From an optimization exercise on the open Yosys and OpenROAD flow, aimed at small area; shortcuts taken in it are not production practice. At most, simulation tests tie the RTL to the original design; equivalence was not proved. The RTL of run 4 was laid out without a check of its function. No activity file was given, so power comes from the tool's default toggle rates.

**design.v**
```verilog
`timescale 1ns / 1ps
module encoder16 (
    input   wire [15:0]  in,
    output  wire [3 :0]  out
);
    assign out[0] = |(in & 16'b1010_1010_1010_1010);
    assign out[1] = |(in & 16'b1100_1100_1100_1100);
    assign out[2] = |(in & 16'b1111_0000_1111_0000);
    assign out[3] = |(in & 16'b1111_1111_0000_0000);
endmodule
`timescale 1ns / 1ps
module tlb #(
    parameter TLBNUM = 16
    ) (
    input   wire                        clk,
    input   wire [              18:0]   s_vpn_1,
    input   wire                        s_odd_1,
    input   wire [              7 :0]   s_asid_1,
    output  wire                        s_found_1,
    output  wire [$clog2(TLBNUM)-1:0]   s_index_1,
    output  wire [              19:0]   s_pfn_1,
    output  wire [              2 :0]   s_c_1,
    output  wire                        s_d_1,
    output  wire                        s_v_1,
    input   wire [              18:0]   s_vpn_2,
    input   wire                        s_odd_2,
    input   wire [              7 :0]   s_asid_2,
    output  wire                        s_found_2,
    output  wire [$clog2(TLBNUM)-1:0]   s_index_2,
    output  wire [              19:0]   s_pfn_2,
    output  wire [              2 :0]   s_c_2,
    output  wire                        s_d_2,
    output  wire                        s_v_2,
    input   wire                        we,
    input   wire [$clog2(TLBNUM)-1:0]   w_index,
    input   wire [              18:0]   w_vpn,
    input   wire [              7 :0]   w_asid,
    input   wire                        w_g,
    input   wire [              19:0]   w_pfn0,
    input   wire [              2 :0]   w_c0,
    input   wire                        w_d0,
    input   wire                        w_v0,
    input   wire [              19:0]   w_pfn1,
    input   wire [              2 :0]   w_c1,
    input   wire                        w_d1,
    input   wire                        w_v1,
    input   wire [$clog2(TLBNUM)-1:0]   r_index,
    output  wire [              18:0]   r_vpn,
    output  wire [              7 :0]   r_asid,
    output  wire                        r_g,
    output  wire [              19:0]   r_pfn0,
    output  wire [              2 :0]   r_c0,
    output  wire                        r_d0,
    output  wire                        r_v0,
    output  wire [              19:0]   r_pfn1,
    output  wire [              2 :0]   r_c1,
    output  wire                        r_d1,
    output  wire                        r_v1
);
    localparam W = 78;
    reg     [W-1:0]     ent [TLBNUM-1:0];
    always @(posedge clk) begin
        if (we)
            ent[w_index] <= {w_vpn, w_asid, w_g, w_pfn0, w_c0, w_d0, w_v0,
                             w_pfn1, w_c1, w_d1, w_v1};
    end
    wire    [TLBNUM-1:0]    rsel;
    wire    [W-1:0]         rd;
    genvar i, b;
    generate
        for (i = 0; i < TLBNUM; i = i + 1) begin : g_rsel
            assign rsel[i] = (r_index == i);
        end
        for (b = 0; b < W; b = b + 1) begin : g_rd
            sel16 u_rd (
                .s(rsel),
                .d({ent[15][b], ent[14][b], ent[13][b], ent[12][b],
                    ent[11][b], ent[10][b], ent[9][b],  ent[8][b],
                    ent[7][b],  ent[6][b],  ent[5][b],  ent[4][b],
                    ent[3][b],  ent[2][b],  ent[1][b],  ent[0][b]}),
                .y(rd[b])
            );
        end
    endgenerate
    assign {r_vpn, r_asid, r_g, r_pfn0, r_c0, r_d0, r_v0,
            r_pfn1, r_c1, r_d1, r_v1} = rd;
    wire    [TLBNUM-1:0]    m1, m2;
    wire    [2*TLBNUM-1:0]  q1, q2;      
    wire    [24:0]          o1, o2;
    generate
        for (i = 0; i < TLBNUM; i = i + 1) begin : g_match
            wire [18:0] vpn  = ent[i][77:59];
            wire [7:0]  asid = ent[i][58:51];
            wire        g    = ent[i][50];
            assign m1[i] = (s_vpn_1 == vpn) && (g || (s_asid_1 == asid));
            assign m2[i] = (s_vpn_2 == vpn) && (g || (s_asid_2 == asid));
            assign q1[i]          = m1[i] & ~s_odd_1;
            assign q1[TLBNUM + i] = m1[i] &  s_odd_1;
            assign q2[i]          = m2[i] & ~s_odd_2;
            assign q2[TLBNUM + i] = m2[i] &  s_odd_2;
        end
        for (b = 0; b < 25; b = b + 1) begin : g_so
            wire [2*TLBNUM-1:0] d = {
                ent[15][b], ent[14][b], ent[13][b], ent[12][b],
                ent[11][b], ent[10][b], ent[9][b],  ent[8][b],
                ent[7][b],  ent[6][b],  ent[5][b],  ent[4][b],
                ent[3][b],  ent[2][b],  ent[1][b],  ent[0][b],
                ent[15][25+b], ent[14][25+b], ent[13][25+b], ent[12][25+b],
                ent[11][25+b], ent[10][25+b], ent[9][25+b],  ent[8][25+b],
                ent[7][25+b],  ent[6][25+b],  ent[5][25+b],  ent[4][25+b],
                ent[3][25+b],  ent[2][25+b],  ent[1][25+b],  ent[0][25+b]};
            sel32 u_o1 (.s(q1), .d(d), .y(o1[b]));
            sel32 u_o2 (.s(q2), .d(d), .y(o2[b]));
        end
    endgenerate
    assign s_found_1 = |m1;
    assign s_found_2 = |m2;
    assign {s_pfn_1, s_c_1, s_d_1, s_v_1} = o1;
    assign {s_pfn_2, s_c_2, s_d_2, s_v_2} = o2;
    encoder16 en0 (.in(m1), .out(s_index_1));
    encoder16 en1 (.in(m2), .out(s_index_2));
endmodule
module sel16 (
    input   wire [15:0] s,
    input   wire [15:0] d,
    output  wire        y
);
    wire [5:0] x;
    aoi222 a0 (.a(s[2:0]),   .b(d[2:0]),   .y(x[0]));
    aoi222 a1 (.a(s[5:3]),   .b(d[5:3]),   .y(x[1]));
    aoi222 a2 (.a(s[8:6]),   .b(d[8:6]),   .y(x[2]));
    aoi222 a3 (.a(s[11:9]),  .b(d[11:9]),  .y(x[3]));
    aoi222 a4 (.a(s[14:12]), .b(d[14:12]), .y(x[4]));
    nand2g n5 (.a(s[15]), .b(d[15]), .y(x[5]));
    wire t;
    and4g  g0 (.a(x[0]), .b(x[1]), .c(x[2]), .d(x[3]), .y(t));
    nand3g g1 (.a(t), .b(x[4]), .c(x[5]), .y(y));
endmodule
module sel32 (
    input   wire [31:0] s,
    input   wire [31:0] d,
    output  wire        y
);
    wire [11:0] x;
    genvar k;
    generate
        for (k = 0; k < 10; k = k + 1) begin : g_a
            aoi222 a (.a(s[3*k+2:3*k]), .b(d[3*k+2:3*k]), .y(x[k]));
        end
    endgenerate
    nand2g n10 (.a(s[30]), .b(d[30]), .y(x[10]));
    nand2g n11 (.a(s[31]), .b(d[31]), .y(x[11]));
    wire [2:0] t;
    nand4g n0 (.a(x[0]), .b(x[1]), .c(x[2]),  .d(x[3]),  .y(t[0]));
    nand4g n1 (.a(x[4]), .b(x[5]), .c(x[6]),  .d(x[7]),  .y(t[1]));
    nand4g n2 (.a(x[8]), .b(x[9]), .c(x[10]), .d(x[11]), .y(t[2]));
    assign y = |t;
endmodule
module aoi222 (
    input   wire [2:0]  a,
    input   wire [2:0]  b,
    output  wire        y
);
    assign y = ~|(a & b);
endmodule
module nand2g (input wire a, input wire b, output wire y);
    assign y = ~(a & b);
endmodule
module nand3g (input wire a, input wire b, input wire c, output wire y);
    assign y = ~(a & b & c);
endmodule
module nand4g (input wire a, input wire b, input wire c, input wire d, output wire y);
    assign y = ~(a & b & c & d);
endmodule
module and4g (input wire a, input wire b, input wire c, input wire d, output wire y);
    assign y = a & b & c & d;
endmodule
```
**constraint.sdc**
```tcl
create_clock -name core_clock -period 10.0 [get_ports {clk}]
set_input_delay 2.0000 -clock core_clock [delete_from_list [all_inputs] [get_ports {clk}]]
set_output_delay 2.0000 -clock core_clock [all_outputs]
set_load 0.01 [all_outputs]
```
**config.mk**
```make
export PLATFORM = sky130hd
export DESIGN_NAME = tlb
export DESIGN_NICKNAME = tlb
export VERILOG_FILES = /design/flow/design.v
export SDC_FILE = /design/flow/constraint.sdc
export NUM_CORES = 8
export LEC_CHECK = 0
export CAP_MARGIN = 20
export CORE_MARGIN = 2
export CORE_UTILIZATION = 45
export PLACE_DENSITY = 0.6
export SETUP_SLACK_MARGIN = 0.0
export SLEW_MARGIN = 20
export SYNTH_HIERARCHICAL = 1
```
**flow/run.sh**
```bash
#!/bin/bash
# Standard ORFS layout with three changes after the standard synthesis: port buffers use the
# smallest buffer, buffering and repair may not use the large buffers and inverters, and the
# clock tree uses small buffers and no dummy loads. Each tool's log stays under orfs/logs/;
# make's own output goes to synth_make.log and flow_make.log in the work folder.
set -euo pipefail
cd "$(dirname "$0")/.."
bash standard.sh synth > synth_make.log 2>&1
P=sky130_fd_sc_hd__
DU="${P}probe_p_8 ${P}probec_p_8 ${P}lpflow_bleeder_1 ${P}lpflow_clkbufkapwr_1 ${P}lpflow_clkbufkapwr_16 ${P}lpflow_clkbufkapwr_2 ${P}lpflow_clkbufkapwr_4 ${P}lpflow_clkbufkapwr_8 ${P}lpflow_clkinvkapwr_1 ${P}lpflow_clkinvkapwr_16 ${P}lpflow_clkinvkapwr_2 ${P}lpflow_clkinvkapwr_4 ${P}lpflow_clkinvkapwr_8 ${P}lpflow_decapkapwr_12 ${P}lpflow_decapkapwr_3 ${P}lpflow_decapkapwr_4 ${P}lpflow_decapkapwr_6 ${P}lpflow_decapkapwr_8 ${P}lpflow_inputiso0n_1 ${P}lpflow_inputiso0p_1 ${P}lpflow_inputiso1n_1 ${P}lpflow_inputiso1p_1 ${P}lpflow_inputisolatch_1 ${P}lpflow_isobufsrc_1 ${P}lpflow_isobufsrc_16 ${P}lpflow_isobufsrc_2 ${P}lpflow_isobufsrc_4 ${P}lpflow_isobufsrc_8 ${P}lpflow_isobufsrckapwr_16 ${P}lpflow_lsbuf_lh_hl_isowell_tap_1 ${P}lpflow_lsbuf_lh_hl_isowell_tap_2 ${P}lpflow_lsbuf_lh_hl_isowell_tap_4 ${P}lpflow_lsbuf_lh_isowell_4 ${P}lpflow_lsbuf_lh_isowell_tap_1 ${P}lpflow_lsbuf_lh_isowell_tap_2 ${P}lpflow_lsbuf_lh_isowell_tap_4"
BIG="${P}buf_4 ${P}buf_6 ${P}buf_8 ${P}buf_12 ${P}buf_16 ${P}bufbuf_8 ${P}bufbuf_16 ${P}bufinv_8 ${P}bufinv_16 ${P}inv_6 ${P}inv_8 ${P}inv_12 ${P}inv_16 ${P}clkinv_8 ${P}clkinv_16"
CTS="-sink_clustering_enable -repair_clock_nets -dont_use_dummy_load -buf_list ${P}clkbuf_4 -sink_clustering_size 8 -sink_clustering_max_diameter 40"
bash standard.sh \
  "DONT_USE_CELLS=$DU $BIG" \
  "BUFFER_PORTS_ARGS=-buffer_cell ${P}buf_1" \
  "CTS_ARGS=$CTS" \
  finish > flow_make.log 2>&1
```
**standard.sh**
```bash
#!/bin/bash
# synth_recipe.tcl (not shown) runs the flow's synth.tcl, then flattens the netlist and writes it again
# the make line also repeats each setting of config.mk as NAME=value (left out here)
make -C /OpenROAD-flow-scripts/flow DESIGN_CONFIG=/design/flow/config.mk WORK_HOME=/design/flow/orfs CLKGATE_MAP_FILE= SYNTH_SCRIPT=/design/flow/synth_recipe.tcl "${@:-finish}"
```
==> results.json, run 1 <==
{
  "gr-total-overflow": 0,
  "critPathLaunchType": "input pin",
  "hp-start": "w_pfn1[19]",
  "synthTopCellsByArea": "edfxtp_1, a222oi_1, xor2_1, nor4_1, nand4_1",
  "finalSetupViolCount": 0,
  "intPower_mw": 7.03,
  "grt_pass1_wl_mm": 406,
  "synthCells": 4111,
  "routed_wl_mm": 305,
  "cts_buffer_depth": 3,
  "whs_path_depth": 1,
  "drive_above_1_share_pct": 11.3,
  "cp.required_ns": 8.00,
  "min_to": "ent[1][24]$_DFFE_PP_",
  "synth_top_cell_area_share_pct": 61.4,
  "fin_crit_sh_pct": 92.2,
  "cts_tree": "yes",
  "die_x_um": 372,
  "rsz0062_at_grt": "no",
  "cts-resized-gates": 0,
  "syn_area_um2": 61100,
  "place_hpwl_mm": 210,
  "firstDrtPassIters": 17,
  "relSlewSlack_pct": 8.92,
  "fin_hold_ws_ns": 1.13,
  "min_period_ns": 9.22,
  "synth_seq_cells": 1248,
  "start_util_pct": 45.2,
  "numCtsBuffers": 204,
  "cts-root-buf": "clkbuf_4",
  "critical_path_class": "in -> out",
  "vias_per_cell": 8.05,
  "pwr-share-clk_pct": 28.3,
  "ioPinCount": 282,
  "tightestPinTransition_ns": 1.37,
  "grt_pass1_vias": 49000,
  "power.density_nw_per_um2": 144,
  "setup_ws_ns": 0.777,
  "status": "no timing/DRC/antenna violations",
  "fmax_ghz": 0.108,
  "largest_reg_flops": 1248,
  "die_y_um": 372,
  "ys_seq_area_share_pct": 61.4,
  "syn_avg_cell_area_um2": 14.9,
  "vias": 53100,
  "finalHoldViolCount": 0,
  "io_buffers": 281,
  "drt_iter0_markers": 15800,
  "post-place-ws_ns": 1.25,
  "syn_to_final_growth_pct": 9.11,
  "h-tree-depth": 4,
  "rows": 135,
  "cp_max_fo": 11,
  "path_clk_slew_ns": 0.09,
  "top_register": "ent",
  "top_regs": "ent (1248)",
  "max_cap_viol_count": 0,
  "detail-route-antenna-nets": 0,
  "wire_per_inst_um": 46.3,
  "dp.cells": 6360,
  "ys_types": 26,
  "slew_viol_final": 0,
  "power.leakage_nw": 20.7,
  "stdcell_count": 6591,
  "track_usage_pct": 42.8,
  "netSwitchingFraction_pct": 26.8,
  "min_path_type": "in -> reg",
  "arrival_ns": 7.22,
  "synth_largest_area_cell": "edfxtp_1",
  "syn_nets": 4255,
  "drc": 0,
  "antenna_found_initial": 24,
  "p_sw_mw": 2.57,
  "gp_congestion": 1.16,
  "pwr-share-seq_pct": 62.2,
  "clock-sinks": 1248,
  "cts_hold_buf": 0,
  "ys_warn_count": 7,
  "dieArea_um2": 139000,
  "grt_max_degree": 33,
  "final_nets": 4930,
  "cts_setup_buffers": 0,
  "core_um2": 135000,
  "irDropWorstVdd_uv": 115,
  "comb_power_share_pct": 9.5,
  "finalSetupTns_ns": 0,
  "critPathCaptureType": "primary output"
}
-- worst max-delay path, cell delays in order --
cell and delay (ns):
buf_1 0.56, xor2_1 0.15, nor4_1 1.08, nand4_1 0.58, nor4_2 0.72, buf_1 0.79, a222oi_1 0.27, nand4_1 0.41
or3_1 0.43, buf_1 0.20
-- metal layers --
layer	global-route usage [%]	vias to the layer above	share of wire, %
met1	54.2	25800	33
li1	-	19800	-
met3	15.2	1427	17
met2	61.6	6037	41
met4	28.5	18	8.6
met5	0	-	0.055
-- cell type report --
cell class | instances | area (um2)
fill | 11800 | 68500
sequential | 1248 | 37500
multi-input combinational | 2749 | 22900
timing repair buffer | 583 | 2440
tap | 1781 | 2230
clock buffer | 204 | 1530
antenna | 26 | 65.1
-- cells by family (layout without fill, tap and decap cells) --
logic type / count (synthesis) / count (layout) / share of synthesized area [%]
AND/OR/NAND/NOR: 963 / 963 / 9.33
other: 0 / 26 / 0
XOR/XNOR: 864 / 864 / 12.4
buffers and inverters: 114 / 787 / 2.08
AO/OA/AOI/OAI: 922 / 922 / 14.9
flip-flops: 1248 / 1248 / 61.4
-- modules after synthesis (local to each module, per instance), a selection --
module	area, um2	flops+latches	cells	copies in the design
nand3g	5.00	0	1	78
aoi222	10.0	0	1	890
encoder16	65.1	0	11	2
nand4g	6.26	0	1	150
tlb	49100	1248	2665	1
sel32	6.26	0	1	50
and4g	8.76	0	1	78
nand2g	3.75	0	1	178
-- worst max path at each step --
stage | from | to | cells past startpoint
2_1_floorplan | r_index[2] | r_asid[0] | 5
3_3_place_gp | s_vpn_2[0] | s_pfn_2[2] | 11
3_5_place_dp | s_vpn_2[0] | s_c_2[0] | 11
4_1_cts | s_vpn_2[0] | s_c_2[0] | 11
5_1_grt | s_vpn_2[0] | s_c_2[0] | 11
6_report | s_vpn_1[13] | s_pfn_1[14] | 10
-- power groups by stage --
stage | registers [mW] | logic, mW | clock network [mW]
floorplan | 6.05 | 0.466 | 0
finish | 5.97 | 0.915 | 2.71
detailed placement | 6.08 | 0.868 | 0
global route | 5.97 | 0.927 | 2.91
CTS | 5.96 | 0.873 | 2.71
global placement | 6.08 | 0.870 | 0
-- synthesized netlist by cell type --
library cell  instances
nor3_2               32
buf_6                91
or3b_2                1
buf_4                 2
nor4_1              242
nand3b_1              2
and4_1               78
a21oi_1              31
xnor2_1              96
nand2b_1              6
buf_12                6
edfxtp_1           1248
nand3_1             111
or3_1                50
nor2_1               21
a21oi_2               1
buf_2                 5
xor2_1              768
clkbuf_1              6
nor3_1               10
nand4_1             184
nand2_1             189
nor4_2                5
and2_1               32
buf_8                 4
a222oi_1            890
-- placed cells by master, fill, tap and decap left out, drive strengths merged, types with 50 or more instances in the layout --
cell type     n
buf         579
a222oi      890
nor4        247
nand2       189
nand4       184
xor2        768
and4         78
xnor2        96
edfxtp     1248
or3          50
clkbuf      208
nand3       111
-- per-stage QoR --
stage | utilization, % | cell area, um2 | power [mW]
after CTS | 49.2 | 66500 | 9.54
after global routing | 49.3 | 66600 | 9.81
after global placement | 48.0 | 64900 | 6.95
after detailed placement | 48.1 | 65000 | 6.95
after floorplan | - | 61100 | 6.52
final | 49.3 | 66600 | 9.59
==> run 2: changes to the inputs <==
==> run.sh (new file) <==
#!/bin/bash
# synth_recipe.tcl (not shown) runs the flow's synth.tcl, then flattens the netlist and writes it again
# the make line also repeats each setting of config.mk as NAME=value (left out here)
make -C /OpenROAD-flow-scripts/flow DESIGN_CONFIG=/design/flow/config.mk WORK_HOME=/design/flow/orfs CLKGATE_MAP_FILE= SYNTH_SCRIPT=/design/flow/synth_recipe.tcl finish
--- a/config.mk
+++ b/config.mk
@@ -7,8 +7,8 @@
 export LEC_CHECK = 0
 export CAP_MARGIN = 20
 export CORE_MARGIN = 2
-export CORE_UTILIZATION = 45
-export PLACE_DENSITY = 0.6
-export SETUP_SLACK_MARGIN = 0.0
+export CORE_UTILIZATION = 35
+export PLACE_DENSITY = 0.5
+export SETUP_SLACK_MARGIN = 0.3
 export SLEW_MARGIN = 20
 export SYNTH_HIERARCHICAL = 1
removed: flow/run.sh
removed: standard.sh
==> results.json, run 2 <==
{
  "largest_reg_flops": 1248,
  "syn_to_final_growth_pct": 19.7,
  "top_register": "ent",
  "cp-startpoint": "s_vpn_2[14]",
  "rows": 153,
  "grt_max_degree": 79,
  "power.density_nw_per_um2": 171,
  "synth_seq_cells": 1248,
  "relSlewSlack_pct": 15.2,
  "min_path_type": "in -> reg",
  "fin_hold_ws_ns": 2.12,
  "dieArea_um2": 178000,
  "min_period_ns": 9.34,
  "cp_max_fo": 21,
  "postLayoutCoreUtil_pct": 42.1,
  "p_total_mw": 12.5,
  "arrival_ns": 7.34,
  "drc": 0,
  "irDropWorstVdd_uv": 156,
  "tightestPinTransition_ns": 1.27,
  "finalHoldViolCount": 0,
  "ioPinCount": 282,
  "core_um2": 174000,
  "cts_hold_buf": 0,
  "dpl_cell_area_um2": 68300,
  "synthCells": 4111,
  "synth_largest_area_cell": "edfxtp_1",
  "synthArstFlopShare_pct": 0,
  "ys_seq_area_share_pct": 61.4,
  "detail-route-antenna-nets": 0,
  "gr-total-overflow": 0,
  "io_buffers": 281,
  "max_cap_viol_count": 0,
  "synth_ff_type": "edfxtp_1",
  "finalSetupViolCount": 0,
  "h-tree-depth": 4,
  "layout_common_cells": "edfxtp_1, a222oi_1, xor2_1",
  "routed_wl_mm": 322,
  "track_usage_pct": 34.8,
  "syn_nets": 4255,
  "start_util_pct": 35.2,
  "top_regs": "ent (1248)",
  "rsz0062_at_grt": "no",
  "stdcell_count": 7108,
  "cp.required_ns": 8.00,
  "cts_setup_buffers": 0,
  "synth_top_cell_area_share_pct": 61.4,
  "firstDrtPassIters": 15,
  "synth_common_cells": "edfxtp_1, a222oi_1, xor2_1, nor4_1, nand2_1",
  "drt_iter0_markers": 14500,
  "syn_avg_cell_area_um2": 14.9,
  "critical_path_class": "in -> out",
  "layout_commonest_cell": "edfxtp_1",
  "slew_viol_final": 0,
  "place_hpwl_mm": 203,
  "die_y_um": 422,
  "numCtsBuffers": 144,
  "vias": 51500,
  "die_x_um": 422,
  "power.leakage_nw": 23.0,
  "fin_crit_sh_pct": 93.4,
  "hp-start": "w_pfn1[6]",
  "clock-sinks": 1248,
  "synthTopCellsByArea": "edfxtp_1, a222oi_1, xor2_1, nor4_1, nand4_1",
  "fmax_ghz": 0.107,
  "cts-root-buf": "clkbuf_16",
  "cts-resized-gates": 0,
  "dp.cells": 6832,
  "antenna_found_initial": 22,
  "grt_pass1_vias": 48400,
  "syn_area_um2": 61100,
  "path_clk_slew_ns": 0.06,
  "synth.most_common_cell": "edfxtp_1",
  "final_area_um2": 73100,
  "critPathCaptureType": "primary output",
  "post-place-ws_ns": 0.835,
  "critPathLaunchType": "input pin",
  "gp_congestion": 1.04,
  "cts_tree": "yes",
  "ys_warn_count": 7,
  "finalSetupTns_ns": 0,
  "synth_edf_count": 1248,
  "ys_types": 26,
  "setup_ws_ns": 0.660,
  "final_nets": 4797,
  "status": "no timing/DRC/antenna violations",
  "grt_pass1_wl_mm": 427,
  "drive_above_1_share_pct": 12.1,
  "cts_buffer_depth": 3,
  "wire_per_inst_um": 45.3,
  "vias_per_cell": 7.25
}
## run 2: logic make-up (layout without fill, tap and decap cells)
family,count (synthesis),after routing,share of synthesized area (%)
other,0,13,0
buffers and inverters,114,773,2.08
DFF,1248,1248,61.4
AOI/OAI and AO/OA,922,922,14.9
xor gates and xnor gates,864,864,12.4
and+or+nand+nor,963,963,9.33
## run 2: final timing paths
path | cells after the start | slack (ns) | to
worst max-delay path | 10 | 0.66 | s_pfn_2[1]
worst min-delay path | 1 | 2.12 | ent[14][11]$_DFFE_PP_
## run 2: final cells by class
cell class	count	area, um2
Fill cell	15900	101000
Sequential cell	1248	37500
Multi-Input combinational cell	2749	22800
Timing Repair Buffer	510	5070
Clock buffer	170	3720
Tap cell	2325	2910
Clock inverter	93	1070
Antenna cell	13	32.5
## run 2: routing by layer
layer	up-vias	global-route usage (%)	wire length (um)
li1	19600	-	-
met1	25900	45.1	115000
met2	5012	52.9	142000
met3	969	9.12	43400
met4	13	19.5	21500
met5	-	0	161
## run 2: modules after synthesis, one instance, submodules excluded, a selection
module     cell area, um2  flip-flops and latches
tlb                 49100                    1248
nand4g               6.26                       0
nand3g               5.00                       0
encoder16            65.1                       0
aoi222               10.0                       0
nand2g               3.75                       0
and4g                8.76                       0
sel32                6.26                       0
## run 2: report_power, final
group / leakage (nW) / internal (mW) / switching [mW]
Combinational: 9.36 / 0.340 / 0.685
Sequential: 11.3 / 5.88 / 0.100
Clock: 2.33 / 3.14 / 2.34
Total: 23.0 / 9.35 / 3.13
## run 2: critical path, stage by stage
cell             delay, ns
clkdlybuf4s50_1       1.02
xor2_1                0.39
nor4_1                0.92
nand4_1               0.52
nor3_2                0.44
and2_2                0.76
a222oi_1              0.27
nand4_1               0.12
or3_1                 0.26
clkdlybuf4s50_1       0.59
==> run 3: changes to the inputs <==
==> flow/run.sh (new file) <==
#!/bin/bash
# Standard ORFS layout, with two changes: port buffers use the smallest buffer, and the clock
# tree uses small buffers and no dummy loads. Each tool's log stays under orfs/logs/; make's
# own output goes to flow_make.log in the work folder.
set -euo pipefail
cd "$(dirname "$0")/.."
CTS="-sink_clustering_enable -repair_clock_nets -dont_use_dummy_load -buf_list sky130_fd_sc_hd__clkbuf_4 -sink_clustering_size 8 -sink_clustering_max_diameter 40"
bash standard.sh \
  "BUFFER_PORTS_ARGS=-buffer_cell sky130_fd_sc_hd__buf_1" \
  "CTS_ARGS=$CTS" \
  finish > flow_make.log 2>&1
==> standard.sh (new file) <==
#!/bin/bash
# synth_recipe.tcl (not shown) runs the flow's synth.tcl, then flattens the netlist and writes it again
# the make line also repeats each setting of config.mk as NAME=value (left out here)
make -C /OpenROAD-flow-scripts/flow DESIGN_CONFIG=/design/flow/config.mk WORK_HOME=/design/flow/orfs CLKGATE_MAP_FILE= SYNTH_SCRIPT=/design/flow/synth_recipe.tcl "${@:-finish}"
--- a/config.mk
+++ b/config.mk
@@ -7,8 +7,8 @@
 export LEC_CHECK = 0
 export CAP_MARGIN = 20
 export CORE_MARGIN = 2
-export CORE_UTILIZATION = 35
-export PLACE_DENSITY = 0.5
-export SETUP_SLACK_MARGIN = 0.3
+export CORE_UTILIZATION = 45
+export PLACE_DENSITY = 0.6
+export SETUP_SLACK_MARGIN = 0.0
 export SLEW_MARGIN = 20
 export SYNTH_HIERARCHICAL = 1
removed: run.sh
==> results.json, run 3 <==
{
  "rsz0062_at_grt": "no",
  "final_area_um2": 66500,
  "ys_seq_area_share_pct": 61.4,
  "power.density_nw_per_um2": 144,
  "track_usage_pct": 41.8,
  "synth_top_cell_area_share_pct": 61.4,
  "tightestPinTransition_ns": 1.36,
  "cp_slowest_cell": "buf_1",
  "synth_seq_cells": 1248,
  "setup.worst_path.end": "s_pfn_2[9]",
  "synth_largest_area_cell": "edfxtp_1",
  "max_cap_viol_count": 0,
  "h-tree-depth": 4,
  "status": "no timing/DRC/antenna violations",
  "grt_pass1_wl_mm": 398,
  "layout_common_cells": "edfxtp_1, a222oi_1, xor2_1",
  "post-place-ws_ns": 1.49,
  "largest_reg_flops": 1248,
  "top_register": "ent",
  "power.leakage_nw": 20.4,
  "rows": 135,
  "grt_pass1_vias": 48800,
  "cts-root-buf": "clkbuf_4",
  "arrival_ns": 6.90,
  "vias_per_cell": 8.06,
  "top_regs": "ent (1248)",
  "start_util_pct": 45.2,
  "synthTopCellsByArea": "edfxtp_1, a222oi_1, xor2_1, nor4_1, nand4_1",
  "cp_max_fo": 16,
  "cp-startpoint": "s_vpn_2[18]",
  "synth_edf_count": 1248,
  "cp.required_ns": 8.00,
  "dieArea_um2": 139000,
  "numCtsBuffers": 204,
  "gr-total-overflow": 0,
  "critPathLaunchType": "input pin",
  "dpl_cell_area_um2": 64900,
  "finalSetupTns_ns": 0,
  "grt_max_degree": 79,
  "slew_viol_final": 0,
  "die_x_um": 372,
  "routed_wl_mm": 299,
  "vias": 51900,
  "ioPinCount": 282,
  "drc": 0,
  "min_period_ns": 8.90,
  "syn_to_final_growth_pct": 8.85,
  "drive_above_1_share_pct": 10.6,
  "gp_congestion": 1.08,
  "wire_per_inst_um": 46.3,
  "synth.most_common_cell": "edfxtp_1",
  "ys_warn_count": 7,
  "stdcell_count": 6445,
  "fin_crit_sh_pct": 89.0,
  "syn_area_um2": 61100,
  "antenna_found_initial": 30,
  "io_buffers": 281,
  "cts_tree": "yes",
  "relSlewSlack_pct": 9.52,
  "finalSetupViolCount": 0,
  "dp.cells": 6215,
  "worstPathCellList": "buf_1 > xor2_1 > nor4_1 > nand4_1 > nor3_2 > and2_2 > buf_4 > nand2_1 > nand4_1 > or3_1 > buf_1",
  "synth_common_cells": "edfxtp_1, a222oi_1, xor2_1, nor4_1, nand2_1",
  "cts_setup_buffers": 0,
  "cts_buffer_depth": 3,
  "fillCellCount": 11800,
  "final_nets": 4784,
  "cts-resized-gates": 0,
  "detail-route-antenna-nets": 0,
  "slowest_delay_ns": 0.82,
  "clock-sinks": 1248,
  "path_clk_slew_ns": 0.09,
  "cts_hold_buf": 0,
  "ys_types": 26,
  "synthArstFlopShare_pct": 0,
  "place_hpwl_mm": 183,
  "synth_ff_type": "edfxtp_1",
  "setup_ws_ns": 1.10,
  "core_um2": 135000,
  "finalHoldViolCount": 0,
  "layout_commonest_cell": "edfxtp_1",
  "synthCells": 4111,
  "fmax_ghz": 0.112,
  "die_y_um": 372,
  "syn_nets": 4255,
  "syn_avg_cell_area_um2": 14.9,
  "firstDrtPassIters": 17,
  "critical_path_class": "in -> out",
  "drt_iter0_markers": 15100,
  "irDropWorstVdd_uv": 114,
  "min_path_type": "in -> reg",
  "critPathCaptureType": "primary output"
}
run 3: logic make-up (layout without fill, tap and decap cells):
family                 after synthesis  count (layout)  synth area share (%)
other                                0              26                     0
buffers and inverters              114             641                  2.08
XOR/XNOR                           864             864                  12.4
flip-flops                        1248            1248                  61.4
AND/OR/NAND/NOR                    963             963                  9.33
AO/OA/AOI/OAI                      922             922                  14.9
run 3: cell type report:
class                           count  area (um2)  area share (%)
Antenna cell                       26        65.1          0.0979
Tap cell                         1781        2230            3.35
Sequential cell                  1248       37500            56.4
Multi-Input combinational cell   2749       22800            34.3
Clock buffer                      204        1530            2.30
Timing Repair Buffer              437        2390            3.60
run 3: worst min-delay path by stage:
| stage | endpoint | startpoint | slack [ns] | cells after the start |
|---|---|---|---|---|
| floorplan | ent[0][0]$_DFFE_PP_ | w_v1 | 2.10 | 0 |
| global placement | ent[14][7]$_DFFE_PP_ | w_pfn1[2] | 2.48 | 1 |
| detailed placement | ent[2][12]$_DFFE_PP_ | w_pfn1[7] | 2.49 | 1 |
| CTS | ent[3][44]$_DFFE_PP_ | w_pfn0[14] | 1.11 | 1 |
| global route | ent[9][44]$_DFFE_PP_ | w_pfn0[14] | 1.16 | 1 |
| finish | ent[3][2]$_DFFE_PP_ | w_c1[0] | 1.20 | 1 |
run 3: worst max-delay path: cells and delay by family:
kind / cells / cell delay, ns
XOR/XNOR: 1 / 0.14
buffers and inverters: 3 / 1.40
AND/OR/NAND/NOR: 7 / 3.30
run 3: stage by stage:
step	hold slack, ns	power [mW]	utilization [%]
after floorplan	2.10	6.52	-
after global placement	2.48	6.93	48.0
after detailed placement	2.49	6.93	48.0
after CTS	1.11	9.50	49.2
after global routing	1.16	9.78	49.2
final	1.20	9.54	49.2
run 3: where the power goes:
group          switching (mW)  internal (mW)
Sequential              0.101           5.87
Clock                    1.76          0.925
Combinational           0.646          0.242
run 3: Yosys stat by module, one instance, submodules excluded, excerpt:
module	cell area [um2]	times used
nand2g	3.75	178
and4g	8.76	78
encoder16	65.1	2
aoi222	10.0	890
nand4g	6.26	150
sel32	6.26	50
tlb	49100	1
nand3g	5.00	78
run 3: per-layer routing:
| metal | wire, um | global-route usage, % | up-vias | part of all wire (%) |
|---|---|---|---|---|
| met5 | 92 | 0.175 | - | 0.031 |
| met2 | 122000 | 59.3 | 5927 | 41 |
| li1 | - | - | 19500 | - |
| met3 | 51800 | 15.7 | 1219 | 17 |
| met1 | 102000 | 54.3 | 25200 | 34 |
| met4 | 22800 | 25.0 | 10 | 7.6 |
==> run 4: changes to the inputs <==
--- a/design.v
+++ b/design.v
@@ -92,12 +92,12 @@
             wire [18:0] vpn  = ent[i][77:59];
             wire [7:0]  asid = ent[i][58:51];
             wire        g    = ent[i][50];
-            assign m1[i] = (s_vpn_1 == vpn) && (g || (s_asid_1 == asid));
-            assign m2[i] = (s_vpn_2 == vpn) && (g || (s_asid_2 == asid));
-            assign q1[i]          = m1[i] & ~s_odd_1;
-            assign q1[TLBNUM + i] = m1[i] &  s_odd_1;
-            assign q2[i]          = m2[i] & ~s_odd_2;
-            assign q2[TLBNUM + i] = m2[i] &  s_odd_2;
+            match_ent u_m1 (.kv(s_vpn_1), .ka(s_asid_1), .odd(s_odd_1),
+                            .ev(vpn), .ea(asid), .g(g),
+                            .m(m1[i]), .me(q1[i]), .mo(q1[TLBNUM + i]));
+            match_ent u_m2 (.kv(s_vpn_2), .ka(s_asid_2), .odd(s_odd_2),
+                            .ev(vpn), .ea(asid), .g(g),
+                            .m(m2[i]), .me(q2[i]), .mo(q2[TLBNUM + i]));
         end
         for (b = 0; b < 25; b = b + 1) begin : g_so
             wire [2*TLBNUM-1:0] d = {
@@ -120,6 +120,36 @@
     encoder16 en0 (.in(m1), .out(s_index_1));
     encoder16 en1 (.in(m2), .out(s_index_2));
 endmodule
+module match_ent (
+    input   wire [18:0] kv,
+    input   wire [7:0]  ka,
+    input   wire        odd,
+    input   wire [18:0] ev,
+    input   wire [7:0]  ea,
+    input   wire        g,
+    output  wire        m,
+    output  wire        me,
+    output  wire        mo
+);
+    wire [18:0] xv = kv ^ ev;        
+    wire [7:0]  xa = ka ^ ea;        
+    wire [3:0]  pv;                  
+    wire        pvn;                 
+    wire [1:0]  pa;                  
+    wire        abad, nv;
+    assign pv[0] = ~|xv[3:0];
+    assign pv[1] = ~|xv[7:4];
+    assign pv[2] = ~|xv[11:8];
+    assign pv[3] = ~|xv[15:12];
+    assign pvn   = |xv[18:16];
+    assign pa[0] = ~|xa[3:0];
+    assign pa[1] = ~|xa[7:4];
+    assign abad  = ~((pa[0] & pa[1]) | g);
+    assign nv    = ~&pv;
+    assign m     = ~(nv | pvn | abad);
+    assign me    = ~(nv | pvn | abad | odd);
+    assign mo    = ~(nv | pvn | abad | ~odd);
+endmodule
 module sel16 (
     input   wire [15:0] s,
     input   wire [15:0] d,
@@ -172,6 +202,18 @@
 module nand4g (input wire a, input wire b, input wire c, input wire d, output wire y);
     assign y = ~(a & b & c & d);
 endmodule
+module nor4g (input wire a, input wire b, input wire c, input wire d, output wire y);
+    assign y = ~(a | b | c | d);
+endmodule
+module nor3g (input wire a, input wire b, input wire c, output wire y);
+    assign y = ~(a | b | c);
+endmodule
+module or3g (input wire a, input wire b, input wire c, output wire y);
+    assign y = a | b | c;
+endmodule
+module a21oig (input wire a1, input wire a2, input wire b, output wire y);
+    assign y = ~((a1 & a2) | b);
+endmodule
 module and4g (input wire a, input wire b, input wire c, input wire d, output wire y);
     assign y = a & b & c & d;
 endmodule
==> results.json, run 4 <==
{
  "status": "no timing/DRC/antenna violations",
  "arrival_ns": 5.74,
  "gr-total-overflow": 0,
  "layout_common_cells": "edfxtp_1, a222oi_1, xor2_1",
  "relSlewSlack_pct": 19.0,
  "pwr-share-seq_pct": 62.8,
  "critPathTopFamily": "simple AND/OR/NAND/NOR gates",
  "die_x_um": 369,
  "drc": 0,
  "firstDrtPassIters": 22,
  "hp-start": "w_pfn1[18]",
  "ys_warn_count": 7,
  "fmax_ghz": 0.129,
  "min_to": "ent[11][23]$_DFFE_PP_",
  "cp.required_ns": 8.00,
  "irDropWorstVdd_uv": 122,
  "drive_above_1_share_pct": 10.4,
  "fin_crit_sh_pct": 77.4,
  "cts_buffer_depth": 3,
  "synth_ff_type": "edfxtp_1",
  "synth_seq_cells": 1248,
  "synthTopCellsByArea": "edfxtp_1, a222oi_1, xor2_1, nor4_1, nand2_1",
  "top_register": "ent",
  "final_nets": 4908,
  "synth.most_common_cell": "edfxtp_1",
  "power.leakage_nw": 20.6,
  "synth_largest_area_cell": "edfxtp_1",
  "io_buffers": 281,
  "cts-root-buf": "clkbuf_4",
  "path_clk_slew_ns": 0.09,
  "synth_common_cells": "edfxtp_1, a222oi_1, xor2_1, nand2_1, nor4_1",
  "routed_wl_mm": 274,
  "syn_area_um2": 60000,
  "finalHoldViolCount": 0,
  "critPathCaptureType": "primary output",
  "finalSetupTns_ns": 0,
  "tightestPinTransition_ns": 1.20,
  "syn_avg_cell_area_um2": 14.6,
  "cp-startpoint": "s_asid_2[6]",
  "clock-sinks": 1248,
  "cts-resized-gates": 0,
  "vias": 51400,
  "syn_nets": 4237,
  "ys_types": 17,
  "max_cap_viol_count": 0,
  "finalSetupViolCount": 0,
  "ys_seq_area_share_pct": 62.5,
  "cts_setup_buffers": 0,
  "track_usage_pct": 39.0,
  "min_period_ns": 7.74,
  "start_util_pct": 45.5,
  "multiInputGateArea_um2": 23100,
  "crit_buf_inv": 4,
  "worstPathCellList": "buf_1 > buf_4 > xor2_1 > nor4_1 > a21oi_1 > nor4_2 > buf_4 > a222oi_1 > nand4_1 > or3_1 > buf_1",
  "antenna_found_initial": 27,
  "rows": 133,
  "slowest_delay_ns": 0.88,
  "synthCells": 4093,
  "ff_latch_area_um2": 37500,
  "numCtsBuffers": 204,
  "die_y_um": 369,
  "power.density_nw_per_um2": 142,
  "netSwitchingFraction_pct": 26.0,
  "critPathLaunchType": "input pin",
  "gp_congestion": 1.03,
  "slew_viol_final": 0,
  "synth_top_cell_area_share_pct": 62.5,
  "largest_reg_flops": 1248,
  "detail-route-antenna-nets": 0,
  "critical_path_class": "in -> out",
  "top_regs": "ent (1248)",
  "drt_iter0_markers": 14600,
  "wire_per_inst_um": 41.9,
  "comb_power_share_pct": 8.8,
  "grt_pass1_vias": 48900,
  "grt_pass1_wl_mm": 374,
  "min_path_type": "in -> reg",
  "intPower_mw": 7.03,
  "dieArea_um2": 136000,
  "cts_hold_buf": 0,
  "core_um2": 132000,
  "rsz0062_at_grt": "no",
  "synthArstFlopShare_pct": 0,
  "fin_hold_ws_ns": 1.14,
  "pwr-share-clk_pct": 28.4,
  "cp_max_fo": 25,
  "fillCellCount": 11300,
  "cp_slowest_cell": "nor4_1",
  "vias_per_cell": 7.85,
  "postLayoutCoreUtil_pct": 50.8,
  "ioPinCount": 282,
  "cts_tree": "yes",
  "p_sw_mw": 2.46,
  "whs_path_depth": 1,
  "layout_commonest_cell": "edfxtp_1",
  "place_hpwl_mm": 161,
  "syn_to_final_growth_pct": 11.7,
  "grt_max_degree": 79,
  "synth_edf_count": 1248,
  "h-tree-depth": 4
}
run 4: cell count changes in the layout (fill, tap and decap cells not counted), sizes merged:
cell	delta
nand2	+96
xnor2	-96
xor2	+96
and2	-32
nand4	-32
nor3	+32
nor4	+32
buf	+27
clkbuf	+1
diode	-1
run 4: logic make-up (layout without fill, tap and decap cells):
group	Yosys count	count (layout)	share of synthesized area (%)
and+or+nand+nor	1059	1059	9.75
AOI/OAI and AO/OA	922	922	15.1
DFF	1248	1248	62.5
buffers and inverters	0	669	0
xor gates and xnor gates	864	864	12.6
other	0	25	0
run 4: final cells by class:
cell class,instances,area share [%]
diodes,25,0.0934
clock buffers,204,2.29
multi-input cells,2845,34.5
flip-flops and latches,1248,55.9
well taps,1755,3.28
repair buffers,465,3.86
run 4: through the flow:
stage	instances	setup WS, ns	total power [mW]	cell area (um2)
2_1_floorplan	4093	1.06	6.40	60000
3_3_place_gp	6312	2.49	6.86	65400
3_5_place_dp	6313	2.53	6.88	65400
4_1_cts	6517	2.51	9.47	66900
5_1_grt	6533	2.34	9.75	67000
6_report	6542	2.26	9.49	67000
run 4: worst max path at each step:
stage             endpoint  slack (ns)  depth (start not counted)
2_1_floorplan    r_asid[0]        1.06                          5
3_3_place_gp      s_c_1[2]        2.49                         11
3_5_place_dp   s_pfn_2[15]        2.53                         11
4_1_cts           s_c_1[2]        2.51                         11
5_1_grt        s_pfn_2[15]        2.34                         11
6_report       s_pfn_2[15]        2.26                         11
run 4: power by group through the flow:
stage | Combinational [mW] | Sequential [mW] | Clock [mW]
2_1_floorplan | 0.350 | 6.05 | 0
3_3_place_gp | 0.800 | 6.07 | 0
3_5_place_dp | 0.807 | 6.07 | 0
4_1_cts | 0.810 | 5.95 | 2.71
5_1_grt | 0.865 | 5.96 | 2.92
6_report | 0.835 | 5.95 | 2.70
run 4: Yosys stat by module (local to each module, per instance), a selection:
| module | flops+latches | cells |
|---|---|---|
| nand3g | 0 | 1 |
| sel32 | 0 | 1 |
| match_ent | 0 | 42 |
| aoi222 | 0 | 1 |
| nand2g | 0 | 1 |
| and4g | 0 | 1 |
| tlb | 1248 | 1303 |
| nand4g | 0 | 1 |
| encoder16 | 0 | 11 |
run 4: layer usage:
layer	vias up	part of all wire (%)	track usage [%]	wire length, um
li1	19900	-	-	-
met1	25000	34	51.0	93300
met2	5398	42	56.4	115000
met3	1111	17	12.7	45300
met4	18	7.4	23.6	20200
met5	-	0.044	0.107	121
==> run 5: changes to the inputs <==
--- a/design.v
+++ b/design.v
@@ -92,12 +92,12 @@
             wire [18:0] vpn  = ent[i][77:59];
             wire [7:0]  asid = ent[i][58:51];
             wire        g    = ent[i][50];
-            match_ent u_m1 (.kv(s_vpn_1), .ka(s_asid_1), .odd(s_odd_1),
-                            .ev(vpn), .ea(asid), .g(g),
-                            .m(m1[i]), .me(q1[i]), .mo(q1[TLBNUM + i]));
-            match_ent u_m2 (.kv(s_vpn_2), .ka(s_asid_2), .odd(s_odd_2),
-                            .ev(vpn), .ea(asid), .g(g),
-                            .m(m2[i]), .me(q2[i]), .mo(q2[TLBNUM + i]));
+            assign m1[i] = (s_vpn_1 == vpn) && (g || (s_asid_1 == asid));
+            assign m2[i] = (s_vpn_2 == vpn) && (g || (s_asid_2 == asid));
+            assign q1[i]          = m1[i] & ~s_odd_1;
+            assign q1[TLBNUM + i] = m1[i] &  s_odd_1;
+            assign q2[i]          = m2[i] & ~s_odd_2;
+            assign q2[TLBNUM + i] = m2[i] &  s_odd_2;
         end
         for (b = 0; b < 25; b = b + 1) begin : g_so
             wire [2*TLBNUM-1:0] d = {
@@ -119,36 +119,6 @@
     assign {s_pfn_2, s_c_2, s_d_2, s_v_2} = o2;
     encoder16 en0 (.in(m1), .out(s_index_1));
     encoder16 en1 (.in(m2), .out(s_index_2));
-endmodule
-module match_ent (
-    input   wire [18:0] kv,
-    input   wire [7:0]  ka,
-    input   wire        odd,
-    input   wire [18:0] ev,
-    input   wire [7:0]  ea,
-    input   wire        g,
-    output  wire        m,
-    output  wire        me,
-    output  wire        mo
-);
-    wire [18:0] xv = kv ^ ev;        
-    wire [7:0]  xa = ka ^ ea;        
-    wire [3:0]  pv;                  
-    wire        pvn;                 
-    wire [1:0]  pa;                  
-    wire        abad, nv;
-    assign pv[0] = ~|xv[3:0];
-    assign pv[1] = ~|xv[7:4];
-    assign pv[2] = ~|xv[11:8];
-    assign pv[3] = ~|xv[15:12];
-    assign pvn   = |xv[18:16];
-    assign pa[0] = ~|xa[3:0];
-    assign pa[1] = ~|xa[7:4];
-    assign abad  = ~((pa[0] & pa[1]) | g);
-    assign nv    = ~&pv;
-    assign m     = ~(nv | pvn | abad);
-    assign me    = ~(nv | pvn | abad | odd);
-    assign mo    = ~(nv | pvn | abad | ~odd);
 endmodule
 module sel16 (
     input   wire [15:0] s,
@@ -202,18 +172,6 @@
 module nand4g (input wire a, input wire b, input wire c, input wire d, output wire y);
     assign y = ~(a & b & c & d);
 endmodule
-module nor4g (input wire a, input wire b, input wire c, input wire d, output wire y);
-    assign y = ~(a | b | c | d);
-endmodule
-module nor3g (input wire a, input wire b, input wire c, output wire y);
-    assign y = ~(a | b | c);
-endmodule
-module or3g (input wire a, input wire b, input wire c, output wire y);
-    assign y = a | b | c;
-endmodule
-module a21oig (input wire a1, input wire a2, input wire b, output wire y);
-    assign y = ~((a1 & a2) | b);
-endmodule
 module and4g (input wire a, input wire b, input wire c, input wire d, output wire y);
     assign y = a & b & c & d;
 endmodule
==> flow/run.sh (replaced) <==
#!/bin/bash
# Standard ORFS layout with three changes: port buffers use the smallest buffer; before the
# resize step's repair_design, flow/mybuf.tcl gives each high-fanout net one buffer sized to
# its load; and the clock tree uses small buffers and no dummy loads. Each tool's log stays
# under orfs/logs/; make's own output goes to flow_make.log in the work folder.
set -euo pipefail
cd "$(dirname "$0")/.."
P=sky130_fd_sc_hd__
CTS="-sink_clustering_enable -repair_clock_nets -dont_use_dummy_load -buf_list ${P}clkbuf_4 -sink_clustering_size 8 -sink_clustering_max_diameter 40"
bash standard.sh \
  "BUFFER_PORTS_ARGS=-buffer_cell ${P}buf_1" \
  "PRE_RESIZE_TCL=$PWD/flow/mybuf.tcl" \
  "CTS_ARGS=$CTS" \
  finish > flow_make.log 2>&1
==> flow/mybuf.tcl (new file) <==
# Runs before repair_design in the resize step (PRE_RESIZE_TCL). Replaces the buffers that
# timing-driven global placement left with one buffer per high-fanout net, sized to the net.
# custom high-fanout buffering: one buffer per net, sized to the load
set block [ord::get_db_block]
set dbu [$block getDefUnits]
# 1. remove buffers that repair inserted (keep port buffers)
set nrm 0
foreach inst [$block getInsts] {
  set m [[$inst getMaster] getName]
  if {![regexp {__(buf|clkbuf)_[0-9]+$} $m]} continue
  set in ""; set out ""
  foreach it [$inst getITerms] {
    if {[$it isInputSignal]} {set in $it}
    if {[$it isOutputSignal]} {set out $it}
  }
  if {$in eq "" || $out eq ""} continue
  set nin [$in getNet]; set nout [$out getNet]
  if {$nin eq "NULL" || $nout eq "NULL"} continue
  if {[llength [$nin getBTerms]] > 0 || [llength [$nout getBTerms]] > 0} continue
  set its {}
  foreach it [$nout getITerms] { if {$it ne $out} { lappend its $it } }
  $in disconnect
  $out disconnect
  foreach it $its { $it disconnect; $it connect $nin }
  odb::dbInst_destroy $inst
  odb::dbNet_destroy $nout
  incr nrm
}
puts "MYBUF removed $nrm buffers"
# 2. downsize combinational gates to their _1 variant (same footprint family)
set nres 0
foreach inst [$block getInsts] {
  set m [[$inst getMaster] getName]
  if {[regexp {^(sky130_fd_sc_hd__(nor|nand|and|or|a21oi|a22oi|o21ai|xor|xnor|inv)[0-9a-z]*)_([2-9]|1[0-9])$} $m -> base]} {
    set new ${base}_1
    if {[llength [get_lib_cells $new]]} { replace_cell [get_cells [$inst getName]] $new; incr nres }
  }
}
puts "MYBUF downsized $nres"
estimate_parasitics -placement
# 3. one buffer per heavy net, next to its driver; a port buffer is resized instead
set caps {sky130_fd_sc_hd__buf_1 0.130 sky130_fd_sc_hd__buf_2 0.316 sky130_fd_sc_hd__buf_4 0.561 sky130_fd_sc_hd__buf_6 0.785 sky130_fd_sc_hd__buf_8 1.0 sky130_fd_sc_hd__buf_12 1.5 sky130_fd_sc_hd__buf_16 2.0}
set factor 1.5
set nins 0; set nup 0
foreach net [get_nets *] {
  set dnet [sta::sta_to_db_net $net]
  if {[$dnet getSigType] ne "SIGNAL"} continue
  set loads [get_pins -of_objects $net -filter "direction==input"]
  if {[llength $loads] < 8} continue
  set drv [get_pins -of_objects $net -filter "direction==output"]
  if {[llength $drv] != 1} continue
  set dcell [get_cells -of_objects $drv]
  set dref [get_property $dcell ref_name]
  set cap [$net capacitance [sta::cmd_scene] max]
  set want [expr {$cap * 1e12 * $factor}]
  set pick ""
  foreach {c mc} $caps { if {$mc >= $want} { set pick $c; break } }
  if {$pick eq ""} { set pick sky130_fd_sc_hd__buf_16 }
  if {[regexp {__buf_[0-9]+$} $dref]} {
    if {$pick ne $dref} { replace_cell $dcell $pick; incr nup }
    continue
  }
  set it [sta::sta_to_db_pin $drv]; lassign [$it getAvgXY] ok x y
  insert_buffer -buffer_cell $pick -net [get_full_name $net] -location [list [expr {$x/double($dbu)}] [expr {$y/double($dbu)}]]
  incr nins
}
puts "MYBUF inserted $nins resized $nup"
==> results.json, run 5 <==
{
  "cts-root-buf": "clkbuf_4",
  "syn_to_final_growth_pct": 6.94,
  "min_period_ns": 9.26,
  "final_nets": 4718,
  "h-tree-depth": 4,
  "synth_top_cell_area_share_pct": 61.4,
  "fmax_ghz": 0.108,
  "layout_commonest_cell": "edfxtp_1",
  "top_register": "ent",
  "top_regs": "ent (1248)",
  "core_um2": 135000,
  "max_cap_viol_count": 0,
  "critical_path_class": "in -> out",
  "synth_common_cells": "edfxtp_1, a222oi_1, xor2_1, nor4_1, nand2_1",
  "finalSetupViolCount": 0,
  "ys_warn_count": 7,
  "synth_seq_cells": 1248,
  "arrival_ns": 7.26,
  "post-place-ws_ns": 1.21,
  "synth_compound_area_share_pct": 14.9,
  "wire_per_inst_um": 46.3,
  "dieArea_um2": 139000,
  "vias": 50900,
  "cp_max_fo": 25,
  "yosys.area_share.simple_pct": 9.33,
  "path_clk_slew_ns": 0.10,
  "ys_types": 26,
  "synth_ff_type": "edfxtp_1",
  "ioPinCount": 282,
  "min_path_type": "in -> reg",
  "cts-resized-gates": 0,
  "synthArstFlopShare_pct": 0,
  "ys_seq_area_share_pct": 61.4,
  "critPathLaunchType": "input pin",
  "p_total_mw": 9.48,
  "rows": 135,
  "power.density_nw_per_um2": 145,
  "status": "no timing/DRC/antenna violations",
  "final_area_um2": 65300,
  "cp-startpoint": "s_vpn_1[2]",
  "grt_pass1_wl_mm": 393,
  "synth_largest_area_cell": "edfxtp_1",
  "finalSetupTns_ns": 0,
  "power.leakage_nw": 20.2,
  "drc": 0,
  "synthTopCellsByArea": "edfxtp_1, a222oi_1, xor2_1, nor4_1, nand4_1",
  "layout_common_cells": "edfxtp_1, a222oi_1, xor2_1",
  "cts_setup_buffers": 0,
  "drive_above_1_share_pct": 7.68,
  "cts_tree": "yes",
  "start_util_pct": 45.2,
  "grt_max_degree": 79,
  "fillCellCount": 11900,
  "numCtsBuffers": 197,
  "muxShareOfSynthArea_pct": 0,
  "place_hpwl_mm": 170,
  "die_x_um": 372,
  "finalHoldViolCount": 0,
  "synthAdderAreaFrac_pct": 0,
  "grt_pass1_vias": 47900,
  "clock-sinks": 1248,
  "syn_avg_cell_area_um2": 14.9,
  "cp.required_ns": 8.00,
  "synthXorXnorAreaFrac_pct": 12.4,
  "irDropWorstVdd_uv": 130,
  "vias_per_cell": 8.00,
  "dpl_cell_area_um2": 63800,
  "gr-total-overflow": 0,
  "routed_wl_mm": 295,
  "firstDrtPassIters": 15,
  "dp.cells": 6156,
  "synth_top_family_by_area": "compound AO/OA/AOI/OAI gates",
  "critPathCaptureType": "primary output",
  "antenna_found_initial": 27,
  "setup_ws_ns": 0.735,
  "syn_area_um2": 61100,
  "gp_congestion": 1.08,
  "syn_nets": 4255,
  "rsz0062_at_grt": "no",
  "io_buffers": 281,
  "stdcell_count": 6370,
  "cts_hold_buf": 0,
  "tightestPinTransition_ns": 1.30,
  "fin_crit_sh_pct": 92.6,
  "synth_edf_count": 1248,
  "cts_buffer_depth": 3,
  "setup.worst_path.end": "s_pfn_1[14]",
  "track_usage_pct": 41.3,
  "detail-route-antenna-nets": 0,
  "largest_reg_flops": 1248,
  "relSlewSlack_pct": 13.5,
  "synth.most_common_cell": "edfxtp_1",
  "slew_viol_final": 0,
  "synthCells": 4111,
  "drt_iter0_markers": 15700,
  "die_y_um": 372
}
run 5: cell count changes after synthesis, sizes merged:
| cell | change |
|---|---|
| nor3 | -32 |
| and2 | +32 |
| nand4 | +32 |
| xor2 | -96 |
| nand2 | -96 |
| clkbuf | +6 |
| xnor2 | +96 |
| nor4 | -32 |
| buf | +108 |
run 5: power breakdown:
group	switching (mW)	internal, mW	leakage, nW	total [mW]
combinational	0.630	0.227	8.00	0.856
sequential	0.101	5.87	11.3	5.97
clock	1.76	0.894	0.906	2.66
total	2.49	6.99	20.2	9.48
run 5: critical path: stages:
cell	delay [ns]
buf_2	0.61
xor2_1	0.38
nor4_1	0.76
nand4_1	0.65
nor3_1	0.89
and2_1	0.23
buf_2	0.79
nand2_1	0.16
nand4_1	0.14
or3_1	0.37
buf_1	0.21
run 5: Yosys stat by module, one instance, submodules excluded, excerpt:
module | flops+latches | cells
and4g | 0 | 1
aoi222 | 0 | 1
encoder16 | 0 | 11
nand2g | 0 | 1
nand3g | 0 | 1
nand4g | 0 | 1
sel32 | 0 | 1
tlb | 1248 | 2665
run 5: per-layer routing:
metal	share of wire (%)	wire [um]	track usage (%)
met1	35	102000	54.6
met2	41	120000	58.4
met3	17	51000	14.5
met4	7.5	22000	24.4
met5	0.035	104	0
run 5: worst min path at each step:
stage                          start               endpoint  depth (start not counted)
final                     w_pfn0[14]   ent[3][44]$_DFFE_PP_                          1
after global routing        w_vpn[8]  ent[15][67]$_DFFE_PP_                          1
after CTS                 w_pfn0[14]   ent[3][44]$_DFFE_PP_                          1
after detailed placement   w_pfn1[7]   ent[2][12]$_DFFE_PP_                          1
after global placement     w_pfn1[2]   ent[14][7]$_DFFE_PP_                          1
after floorplan                 w_v1    ent[0][0]$_DFFE_PP_                          0
run 5: cells by family after synthesis:
| group | after synthesis |
|---|---|
| AND/OR/NAND/NOR | 963 |
| flip-flops | 1248 |
| AO/OA/AOI/OAI | 922 |
| XOR/XNOR | 864 |
| buffers and inverters | 114 |
run 5: layout make-up:
type | instances | area (um2) | share of cell area, %
repair buffers | 378 | 1950 | 2.99
clock buffers | 197 | 1480 | 2.26
flip-flops and latches | 1248 | 37500 | 57.4
diodes | 17 | 42.5 | 0.0651
well taps | 1781 | 2230 | 3.41
multi-input cells | 2749 | 22100 | 33.9
run 5: per-stage QoR:
stage,hold slack (ns),utilization (%)
3_3_place_gp,2.48,48.0
3_5_place_dp,2.49,47.2
4_1_cts,1.09,48.3
2_1_floorplan,2.10,-
6_report,1.15,48.3
5_1_grt,1.16,48.3
==> run 6: changes to the inputs <==
--- a/design.v
+++ b/design.v
@@ -141,24 +141,30 @@
     input   wire [31:0] d,
     output  wire        y
 );
-    wire [11:0] x;
+    wire [10:0] x;
     genvar k;
     generate
         for (k = 0; k < 10; k = k + 1) begin : g_a
             aoi222 a (.a(s[3*k+2:3*k]), .b(d[3*k+2:3*k]), .y(x[k]));
         end
     endgenerate
-    nand2g n10 (.a(s[30]), .b(d[30]), .y(x[10]));
-    nand2g n11 (.a(s[31]), .b(d[31]), .y(x[11]));
+    aoi22  a10 (.a(s[31:30]), .b(d[31:30]), .y(x[10]));
     wire [2:0] t;
-    nand4g n0 (.a(x[0]), .b(x[1]), .c(x[2]),  .d(x[3]),  .y(t[0]));
-    nand4g n1 (.a(x[4]), .b(x[5]), .c(x[6]),  .d(x[7]),  .y(t[1]));
-    nand4g n2 (.a(x[8]), .b(x[9]), .c(x[10]), .d(x[11]), .y(t[2]));
+    nand4g n0 (.a(x[0]), .b(x[1]), .c(x[2]), .d(x[3]),  .y(t[0]));
+    nand4g n1 (.a(x[4]), .b(x[5]), .c(x[6]), .d(x[7]),  .y(t[1]));
+    nand3g n2 (.a(x[8]), .b(x[9]), .c(x[10]),           .y(t[2]));
     assign y = |t;
 endmodule
 module aoi222 (
     input   wire [2:0]  a,
     input   wire [2:0]  b,
+    output  wire        y
+);
+    assign y = ~|(a & b);
+endmodule
+module aoi22 (
+    input   wire [1:0]  a,
+    input   wire [1:0]  b,
     output  wire        y
 );
     assign y = ~|(a & b);
--- a/flow/run.sh
+++ b/flow/run.sh
@@ -6,7 +6,7 @@
 set -euo pipefail
 cd "$(dirname "$0")/.."
 P=sky130_fd_sc_hd__
-CTS="-sink_clustering_enable -repair_clock_nets -dont_use_dummy_load -buf_list ${P}clkbuf_4 -sink_clustering_size 8 -sink_clustering_max_diameter 40"
+CTS="-sink_clustering_enable -repair_clock_nets -dont_use_dummy_load -buf_list ${P}clkbuf_4 -sink_clustering_size 8 -sink_clustering_max_diameter 60"
 bash standard.sh \
   "BUFFER_PORTS_ARGS=-buffer_cell ${P}buf_1" \
   "PRE_RESIZE_TCL=$PWD/flow/mybuf.tcl" \
--- a/flow/mybuf.tcl
+++ b/flow/mybuf.tcl
@@ -40,7 +40,7 @@
 estimate_parasitics -placement
 # 3. one buffer per heavy net, next to its driver; a port buffer is resized instead
 set caps {sky130_fd_sc_hd__buf_1 0.130 sky130_fd_sc_hd__buf_2 0.316 sky130_fd_sc_hd__buf_4 0.561 sky130_fd_sc_hd__buf_6 0.785 sky130_fd_sc_hd__buf_8 1.0 sky130_fd_sc_hd__buf_12 1.5 sky130_fd_sc_hd__buf_16 2.0}
-set factor 1.5
+set factor 1.35
 set nins 0; set nup 0
 foreach net [get_nets *] {
   set dnet [sta::sta_to_db_net $net]
==> results.json, run 6 <==
{
  "status": "no timing/DRC/antenna violations",
  "dp.cells": 6109,
  "layout_commonest_cell": "edfxtp_1",
  "cts_buffer_depth": 3,
  "critical_path_class": "in -> out",
  "gr-total-overflow": 0,
  "cts-root-buf": "clkbuf_4",
  "synth_seq_cells": 1248,
  "cp-startpoint": "s_vpn_1[2]",
  "tightestPinTransition_ns": 1.37,
  "ys_seq_area_share_pct": 61.2,
  "cts_setup_buffers": 0,
  "rsz0062_at_grt": "no",
  "detail-route-antenna-nets": 0,
  "power.density_nw_per_um2": 145,
  "synth.most_common_cell": "edfxtp_1",
  "grt_pass1_vias": 47500,
  "synthArstFlopShare_pct": 0,
  "drt_iter0_markers": 14000,
  "multiInputGateArea_um2": 22100,
  "antenna_found_initial": 27,
  "ioPinCount": 282,
  "post-place-ws_ns": 1.54,
  "min_period_ns": 8.96,
  "vias": 51300,
  "setup_ws_ns": 1.04,
  "start_util_pct": 45.3,
  "core_um2": 135000,
  "fin_crit_sh_pct": 89.6,
  "cts_tree": "yes",
  "clock-sinks": 1248,
  "max_cap_viol_count": 0,
  "synth_top_cell_area_share_pct": 61.2,
  "place_hpwl_mm": 169,
  "power.leakage_nw": 20.1,
  "die_x_um": 373,
  "track_usage_pct": 41.0,
  "die_y_um": 373,
  "cp_max_fo": 25,
  "final_nets": 4653,
  "arrival_ns": 6.96,
  "firstDrtPassIters": 17,
  "fillCellCount": 11900,
  "finalSetupTns_ns": 0,
  "synth_edf_count": 1248,
  "grt_pass1_wl_mm": 396,
  "dieArea_um2": 139000,
  "critPathCaptureType": "primary output",
  "cts-resized-gates": 0,
  "finalSetupViolCount": 0,
  "final_area_um2": 65100,
  "drc": 0,
  "cp.required_ns": 8.00,
  "synth_common_cells": "edfxtp_1, a222oi_1, xor2_1, nor4_1, nand3_1",
  "critPathLaunchType": "input pin",
  "synthTopCellsByArea": "edfxtp_1, a222oi_1, xor2_1, nor4_1, buf_6",
  "fmax_ghz": 0.112,
  "layout_common_cells": "edfxtp_1, a222oi_1, xor2_1",
  "numCtsBuffers": 179,
  "ys_types": 27,
  "stdcell_count": 6309,
  "wire_per_inst_um": 47.1,
  "rows": 135,
  "grt_max_degree": 79,
  "cts_hold_buf": 0,
  "synthCells": 4061,
  "drive_above_1_share_pct": 7.48,
  "syn_to_final_growth_pct": 6.21,
  "relSlewSlack_pct": 8.47,
  "p_total_mw": 9.43,
  "syn_area_um2": 61300,
  "ff_latch_area_um2": 37500,
  "dpl_cell_area_um2": 63700,
  "postLayoutCoreUtil_pct": 48.1,
  "io_buffers": 281,
  "synth_largest_area_cell": "edfxtp_1",
  "largest_reg_flops": 1248,
  "routed_wl_mm": 297,
  "slew_viol_final": 0,
  "ys_warn_count": 7,
  "gp_congestion": 1.05,
  "top_regs": "ent (1248)",
  "finalHoldViolCount": 0,
  "setup.worst_path.end": "s_pfn_1[7]",
  "top_register": "ent",
  "fin_hold_ws_ns": 1.21,
  "path_clk_slew_ns": 0.10,
  "irDropWorstVdd_uv": 126,
  "vias_per_cell": 8.14,
  "h-tree-depth": 4,
  "min_path_type": "in -> reg",
  "synth_ff_type": "edfxtp_1",
  "syn_nets": 4205,
  "syn_avg_cell_area_um2": 15.1
}
## run 6: cell count changes in the layout (fill, tap and decap cells not counted), sizes merged
cell    change
nand4      -50
a22oi      +50
nand3      +50
clkbuf     -16
nand2     -100
buf         +1
diode       +4
## run 6: how the worst min path moves through the flow
stage / from / end / slack (ns) / cells after the start
after global placement: w_c1[1] / ent[15][3]$_DFFE_PP_ / 2.49 / 1
after floorplan: w_v1 / ent[0][0]$_DFFE_PP_ / 2.10 / 0
after detailed placement: w_c1[1] / ent[14][3]$_DFFE_PP_ / 2.49 / 1
final: w_pfn0[10] / ent[7][40]$_DFFE_PP_ / 1.21 / 1
after global routing: w_pfn0[5] / ent[14][35]$_DFFE_PP_ / 1.20 / 1
after CTS: w_c1[1] / ent[6][3]$_DFFE_PP_ / 1.14 / 1
## run 6: power breakdown
| group | switching, mW | total [mW] | internal (mW) |
|---|---|---|---|
| clock | 1.79 | 2.61 | 0.817 |
| combinational | 0.631 | 0.857 | 0.226 |
| sequential | 0.0999 | 5.97 | 5.87 |
## run 6: cell type report
| cell class | instances | share of cell area (%) |
|---|---|---|
| multi-input cells | 2699 | 33.9 |
| repair buffers | 381 | 2.90 |
| flip-flops and latches | 1248 | 57.6 |
| diodes | 21 | 0.0808 |
| well taps | 1781 | 3.42 |
| clock buffers | 179 | 2.06 |
## run 6: per-layer routing
| metal | part of all wire (%) | GRT usage, % | up-vias |
|---|---|---|---|
| met1 | 34 | 54.0 | 25000 |
| met3 | 17 | 13.7 | 1222 |
| li1 | - | - | 19200 |
| met4 | 7.4 | 24.4 | 16 |
| met5 | 0.065 | 0.454 | - |
| met2 | 41 | 58.6 | 5859 |
## run 6: cells by family after synthesis
kind of cell | Yosys count | synth area share, %
AND/OR/NAND/NOR | 863 | 8.59
XOR/XNOR | 864 | 12.4
AO/OA/AOI/OAI | 972 | 15.8
flip-flops | 1248 | 61.2
buffers and inverters | 114 | 2.07
## run 6: modules after synthesis (local to each module, per instance), a selection
module | flip-flops and latches | area [um2] | cells inside
nand2g | 0 | 3.75 | 1
nand4g | 0 | 6.26 | 1
aoi222 | 0 | 10.0 | 1
and4g | 0 | 8.76 | 1
aoi22 | 0 | 12.5 | 1
sel32 | 0 | 6.26 | 1
## run 6: worst max-delay path: stages
cell,delay [ns]
buf_2,0.49
xor2_1,0.38
nor4_1,0.54
nand4_1,0.54
nor3_1,1.02
and2_1,0.24
buf_2,0.82
a22oi_1,0.21
nand3_1,0.14
or3_1,0.34
buf_1,0.20

[re-timing with driven ports]
How much do the figures lean on ideal ports? The routed layouts below were timed once more, with nothing changed but the port constraints. Step 1, drivers: a clkbuf_16 drives clk and a buf_2 each remaining input, both assumed. Step 2 moves the port delays by t, midway between the first and last clock arrival at a register: inputs arrive t later, outputs are due t later. That takes back most of the time a late clock gives input paths. Slacks: ideal / step 1 / step 2; pairs: ideal / step 1.
run	t, ns	slack for setup (ns)	clock arrival spread, ns	slew at the worst register clock pin (ns)	worst slew at a driven data input, ns
run 1	1.406	0.777 / 0.750 / 0.750	0.163 / 0.163	0.10 / 0.10	0.22
run 2	0.893	0.660 / 0.636 / 0.636	0.042 / 0.042	0.07 / 0.07	0.23
run 3	1.307	1.100 / 1.072 / 1.072	0.188 / 0.188	0.10 / 0.10	0.24
run 4	1.344	2.257 / 2.233 / 2.233	0.184 / 0.184	0.10 / 0.10	0.20
run 5	1.316	0.735 / 0.708 / 0.708	0.201 / 0.200	0.10 / 0.10	0.23
run 6	1.290	1.039 / 1.009 / 1.009	0.141 / 0.141	0.11 / 0.11	0.26
After both steps every run listed still meets setup and hold. For run 6, which loses most, drivers alone change the setup slack by -0.030 ns; drivers and shift together by -0.030 ns.
